From an optimization exercise on the open Yosys and OpenROAD flow, aimed at small area; shortcuts taken in it are not production practice. In this exercise RTL edits were held to simulation tests only and were not proved equivalent to the original. Power and IR drop assume default switching activity.

--- design/flow/design.v ---
module cic_filter (
	clk,
	reset_n,
	in_data,
	out_data,
	out_valid);
	input		clk;
	input		reset_n;		 
	input		in_data;		 
	output	[15:0]	out_data;
	output		out_valid;
	localparam W = 17;
	reg [W-1:0] integ1, integ2, integ3, integ4;
	wire [W-1:0] in_ext = {W{in_data}};
	always @(posedge clk) begin
		if (!reset_n) begin
			integ1 <= {W{1'b0}};
			integ2 <= {W{1'b0}};
			integ3 <= {W{1'b0}};
			integ4 <= {W{1'b0}};
		end
		else begin
			integ1 <= integ1 + in_ext;
			integ2 <= integ2 + integ1;
			integ3 <= integ3 + integ2;
			integ4 <= integ4 + integ3;
		end
	end
	reg [3:0] rate_cnt;
	reg       samp_en;
	always @(posedge clk) begin
		if (!reset_n) begin
			rate_cnt <= 4'd0;
			samp_en  <= 1'b0;
		end
		else begin
			if (rate_cnt == 4'd13)
				rate_cnt <= 4'd0;
			else
				rate_cnt <= rate_cnt + 4'd1;
			samp_en <= (rate_cnt == 4'd3);
		end
	end
	reg [W-1:0] comb_in;
	reg [W-1:0] dly1, dly2, dly3, dly4;
	reg [W-1:0] diff1, diff2, diff3, diff4;
	reg [4:0]   vld;
	always @(posedge clk) begin
		if (!reset_n) begin
			comb_in <= {W{1'b0}};
			dly1 <= {W{1'b0}};
			dly2 <= {W{1'b0}};
			dly3 <= {W{1'b0}};
			dly4 <= {W{1'b0}};
			diff1 <= {W{1'b0}};
			diff2 <= {W{1'b0}};
			diff3 <= {W{1'b0}};
			diff4 <= {W{1'b0}};
			vld <= 5'd0;
		end
		else begin
			vld <= {vld[3:0], samp_en};
			if (samp_en)
				comb_in <= integ4;
			if (vld[0]) begin
				diff1 <= comb_in - dly1;
				dly1  <= comb_in;
			end
			if (vld[1]) begin
				diff2 <= diff1 - dly2;
				dly2  <= diff1;
			end
			if (vld[2]) begin
				diff3 <= diff2 - dly3;
				dly3  <= diff2;
			end
			if (vld[3]) begin
				diff4 <= diff3 - dly4;
				dly4  <= diff3;
			end
		end
	end
	reg [15:0] out_reg;
	reg        out_vld;
	always @(posedge clk) begin
		if (!reset_n) begin
			out_reg <= 16'd0;
			out_vld <= 1'b0;
		end
		else begin
			out_vld <= vld[4];
			if (vld[4])
				out_reg <= diff4[W-1:1];
		end
	end
	assign out_data  = out_reg;
	assign out_valid = out_vld;
endmodule
module mic_cicfilter_connection  (clk_in, mic_in, filter_out, switch_reset, out_valid_clk);
	input clk_in;						 
	input mic_in;						 
	output [15:0] filter_out;		 
	input switch_reset;				 
	output out_valid_clk;			 
	reg[0:0] in_data;				 
	wire[15:0] out_data;			 
	wire out_valid;				 
	always @ (posedge clk_in)
	begin
		if (switch_reset == 1'b0)
			in_data <= 1'b0;
		else
			in_data <= mic_in;
	end
	assign filter_out = out_data;
	assign out_valid_clk = out_valid;
	cic_filter cic_filter_inst (
      .clk(clk_in),
      .reset_n(switch_reset),
      .in_data(in_data),
      .out_data(out_data),
      .out_valid(out_valid)
      );
endmodule
module mic_array_cic(clk, rst_n, pdm_in, filter_out, out_valid);
		input clk;				 
		input rst_n;			 
		input [15:0] pdm_in;	 
		output [255:0] filter_out;	 
		output out_valid;
		wire [15:0] valid_ch;
		assign out_valid = valid_ch[0];
		mic_cicfilter_connection  mic_1_cic(clk, pdm_in[0], filter_out[15:0], rst_n, valid_ch[0]);
		mic_cicfilter_connection  mic_2_cic(clk, pdm_in[1], filter_out[31:16], rst_n, valid_ch[1]);
		mic_cicfilter_connection  mic_3_cic(clk, pdm_in[2], filter_out[47:32], rst_n, valid_ch[2]);
		mic_cicfilter_connection  mic_4_cic(clk, pdm_in[3], filter_out[63:48], rst_n, valid_ch[3]);
		mic_cicfilter_connection  mic_5_cic(clk, pdm_in[4], filter_out[79:64], rst_n, valid_ch[4]);
		mic_cicfilter_connection  mic_6_cic(clk, pdm_in[5], filter_out[95:80], rst_n, valid_ch[5]);
		mic_cicfilter_connection  mic_7_cic(clk, pdm_in[6], filter_out[111:96], rst_n, valid_ch[6]);
		mic_cicfilter_connection  mic_8_cic(clk, pdm_in[7], filter_out[127:112], rst_n, valid_ch[7]);
		mic_cicfilter_connection  mic_9_cic(clk, pdm_in[8], filter_out[143:128], rst_n, valid_ch[8]);
		mic_cicfilter_connection  mic_10_cic(clk, pdm_in[9], filter_out[159:144], rst_n, valid_ch[9]);
		mic_cicfilter_connection  mic_11_cic(clk, pdm_in[10], filter_out[175:160], rst_n, valid_ch[10]);
		mic_cicfilter_connection  mic_12_cic(clk, pdm_in[11], filter_out[191:176], rst_n, valid_ch[11]);
		mic_cicfilter_connection  mic_13_cic(clk, pdm_in[12], filter_out[207:192], rst_n, valid_ch[12]);
		mic_cicfilter_connection  mic_14_cic(clk, pdm_in[13], filter_out[223:208], rst_n, valid_ch[13]);
		mic_cicfilter_connection  mic_15_cic(clk, pdm_in[14], filter_out[239:224], rst_n, valid_ch[14]);
		mic_cicfilter_connection  mic_16_cic(clk, pdm_in[15], filter_out[255:240], rst_n, valid_ch[15]);
endmodule
--- design/flow/run.sh ---
#!/bin/bash
# synth_recipe.tcl (not shown) runs the flow's synth.tcl, then flattens the netlist and writes it again
# the make line also repeats each setting of config.mk as NAME=value (left out here)
make -C /OpenROAD-flow-scripts/flow DESIGN_CONFIG=/design/flow/config.mk WORK_HOME=/design/flow/orfs CLKGATE_MAP_FILE= SYNTH_SCRIPT=/design/flow/synth_recipe.tcl finish
--- design/flow/config.mk ---
export PLATFORM = sky130hd
export DESIGN_NAME = mic_array_cic
export DESIGN_NICKNAME = mic_array_cic
export VERILOG_FILES = /design/flow/design.v
export SDC_FILE = /design/flow/constraint.sdc
export NUM_CORES = 4
export LEC_CHECK = 0
export CAP_MARGIN = 20
export CORE_MARGIN = 2
export CORE_UTILIZATION = 40
export SLEW_MARGIN = 20
--- design/flow/constraint.sdc ---
create_clock -name core_clock -period 10.0 [get_ports {clk}]
set_input_delay 2.0000 -clock core_clock [delete_from_list [all_inputs] [get_ports {clk}]]
set_output_delay 2.0000 -clock core_clock [all_outputs]
set_load 0.01 [all_outputs]
==> flow_metrics.env <==
export IMPL_syn_inst=24400
export IMPL_wl_mm=421
export IMPL_mostFrequentLayoutCells="nor2_1, dfxtp_1, mux2i_1, ha_1, inv_1"
export IMPL_path_clk_slew_ps=60
export IMPL_peakVddDrop_uv=165
export IMPL_rsz0062_at_grt="no"
export IMPL_drt_iter0_markers=6675
export IMPL_synthMuxAreaShare=0.0990
export IMPL_path_cells="clkdlybuf4s50_1"
export IMPL_yosysSeqAreaShare=0.364
export IMPL_die_w_um=741
export IMPL_syn_cell_area_mm2=0.217
export IMPL_layout_min_cycle_time_ps=4540
export IMPL_crit_path_top_delay_cell="clkdlybuf4s50_1"
export IMPL_numCtsBuffers=443
export IMPL_tns_ps=0
export IMPL_synth_compound_area_frac=0.146
export IMPL_crit_start="mic_4_cic.cic_filter_inst.out_reg[14]$_SDFFE_PN0P_"
export IMPL_finalPower_uw=44400
export IMPL_path_class="reg -> out"
export IMPL_path_buf_inv=1
export IMPL_drtAntennaViolNets=0
export IMPL_powerDensity_mw_per_mm2=183
export IMPL_slew_violations=0
export IMPL_yosys_area_share_simple=0.149
export IMPL_end_kind="output pin"
export IMPL_critPathRequiredTime_ps=8000
export IMPL_drive_gt1_frac=0.0474
export IMPL_finalSetupViolCount=0
export IMPL_clockBufferDepth=4
export IMPL_final_common_cell="nor2_1"
export IMPL_io_buffers=274
export IMPL_areaGrowthSynthToFinish_pct=11.5
export IMPL_yosysUniqueCellTypes=100
export IMPL_ys_flop_type="dfxtp_1"
export IMPL_worst_pin_slew_ps=1120
export IMPL_wl_per_cell_um=13.2
export IMPL_cts_hold_buffers=0
export IMPL_fp_dieArea_mm2=0.549
export IMPL_multi_input_area_mm2=0.129
export IMPL_cp_data_arrival_time_ps=2540
export IMPL_pin_count=275
export IMPL_synth_seq_cells=3953
export IMPL_r2r_start="mic_4_cic.in_data$_SDFF_PN0_"
export IMPL_grt_pass1_vias=153000
export IMPL_cts_resized=0
export IMPL_synthAdderAreaFrac=0.131
export IMPL_hp_start="mic_6_cic.cic_filter_inst.rate_cnt[1]$_SDFF_PP0_"
export IMPL_h_tree_depth=5
export IMPL_nets=26500
export IMPL_vias=160000
export IMPL_path_max_fanout=2
export IMPL_syn_avg_cell_area_um2=8.91
export IMPL_synth_edf_count=0
export IMPL_globalRouteOverflowTotal=0
export IMPL_grt_util_all_layers=0.148
export IMPL_clock_latency_ps=1050
export IMPL_fin_skew_ps=121
export IMPL_crit_family="buffers and inverters"
export IMPL_fmax_mhz=220
export IMPL_num_fill_cells=52100
export IMPL_dr_pass1_iters=6
export IMPL_worstSetupStartpointType="flop"
export IMPL_yosys_warnings=2
export IMPL_seqCellArea_mm2=0.0792
export IMPL_critPathMaxStageDelay_ps=960
export IMPL_hold_path_class="reg -> reg"
export IMPL_synth_xor_area_share=0.0689
export IMPL_synth_top_family_by_area="simple AND/OR/NAND/NOR gates"
export IMPL_leakagePower_uw=0.0966
export IMPL_grt_antenna_before_repair=5
export IMPL_grt_pass1_wl_mm=725
export IMPL_hold_viol_final=0
export IMPL_vias_per_cell=5.02
export IMPL_gp_congestion=0.802
export IMPL_fp_coreArea_mm2=0.541
export IMPL_ys_async_sr_fraction=0
export IMPL_max_cap_violations=0
export IMPL_die_h_um=741
export IMPL_slew_limit_headroom=0.252
export IMPL_hpwl_mm=294
export IMPL_post_cts_buffers=0
export IMPL_grt_max_degree=209
export IMPL_clock_sinks=3953
export IMPL_placementRows=270
export IMPL_outcome="complete, no violations"
export IMPL_initial_core_util=0.401
export IMPL_syn_nets=26600
export IMPL_fin_crit_sh=0.454
export IMPL_drc_errors=0
export IMPL_cts_tree="yes"
export IMPL_cts_root_buffer="clkbuf_16"
[layer usage]
layer	track usage	share of wire	wire length, µm
met2	0.252	0.45	189000
met5	0	0	0
met1	0.199	0.50	210000
met3	0.0207	0.031	13200
met4	0.0325	0.020	8560
[through the flow]
stage	setup WS, ps	hold WS [ps]	std cells	utilization	instance area (µm²)
after floorplan	6420	425	24400	-	217000
after global placement	5060	440	31100	0.419	227000
after detailed placement	5010	448	31100	0.419	227000
after CTS	5320	407	31900	0.448	242000
after global routing	5350	455	31900	0.448	242000
final	5460	427	31900	0.448	242000
[area by class of cell]
type	instances	share of cell area
clock inverter	195	0.0117
antenna	3	0.0000310
multi-input combinational	18000	0.533
timing repair buffer	358	0.0146
sequential	3953	0.327
inverter	1524	0.0237
clock buffer	617	0.0527
tap	7208	0.0372
[cells by family after synthesis]
logic type               count (synthesis)
XOR/XNOR                              1709
flip-flops                            3953
AO/OA/AOI/OAI                         4861
adder cells (fa/ha/maj)               2192
buffers and inverters                 2365
multiplexers                          2146
AND/OR/NAND/NOR                       7130
[synthesized netlist by cell type, types with 48 or more instances]
library cell     n  area [µm²]
a211oi_1       253        1900
a211o_1         58         508
o22ai_1         48         300
o31a_1          88         771
nor2_1        3986       15000
clkbuf_1       734        2760
a31oi_1        226        1410
nand3b_1       199        1490
o21ai_1        156         781
mux2i_1       2134       21400
or2_2          105         657
nand3_1        415        2080
nand2b_1       202        1260
xor2_1         683        5980
a21o_1         596        4470
nand2_1        793        2980
o2111ai_1       54         473
nand4_1        201        1260
nand4b_1        56         490
o21a_1         330        2480
dfxtp_1       3953       79100
or3_1          109         682
nor2b_1        284        1780
o211ai_1       136        1020
o31ai_1         67         503
a21oi_1       1385        6930
fa_1           128        2560
xnor2_1       1026        8990
and2_1         261        1630
o21bai_1       153        1150
inv_1         1514        5680
nor3_1         275        1380
and3_1         110         688
ha_1          2064       25800
o21ai_0        807        4040
a31o_2          71         622
buf_1           95         357
[final timing paths]
path / to / slack [ps] / cells past startpoint
setup reg to reg: mic_4_cic.cic_filter_inst.integ1[15]$_SDFF_PN0_ / 6720 / 9
setup / recovery: filter_out[62] / 5460 / 1
hold reg to reg: mic_6_cic.cic_filter_inst.rate_cnt[3]$_SDFF_PP0_ / 430 / 2
hold / removal: mic_6_cic.cic_filter_inst.rate_cnt[3]$_SDFF_PP0_ / 430 / 2
[worst register-to-register path, delay by kind of cell, from the launching register on]
family	cells	cell delay, ps
AOI/OAI and AO/OA	6	1670
DFF	1	870
adders and majority gates	1	370
xor gates and xnor gates	1	160
and+or+nand+nor	1	50
[where the power goes]
group	switching [µW]	total [µW]	leakage (µW)	internal (µW)
combinational	4920	9010	0.0569	4090
sequential	1130	18300	0.0321	17200
clock	6860	17100	0.00761	10200
total	12900	44400	0.0966	31500

-- afterwards: timing with drivers on the ports --
Ports are ideal in the flow. The routed layout listed here was re-timed in OpenROAD. Step 1 assumes that a clkbuf_16 drives the clock port and a buf_2 every other input. Step 2, shift: input delay + t, output delay - t, t = (earliest + latest rising clock arrival at the registers) / 2. This alone moves slack from input paths to output paths. Slacks: no drivers / after step 1 / after step 2; pairs: no drivers / after step 1.
t, ns: 1.098
setup WS [ns]: 5.455 / 5.343 / 5.032
latest minus earliest clock arrival (ns): 0.129 / 0.128
worst slew at a driven data input, ns: 0.15
After both steps this run still meets setup and hold. The setup slack of this run moves by -0.112 ns with the drivers and by -0.423 ns with both steps.
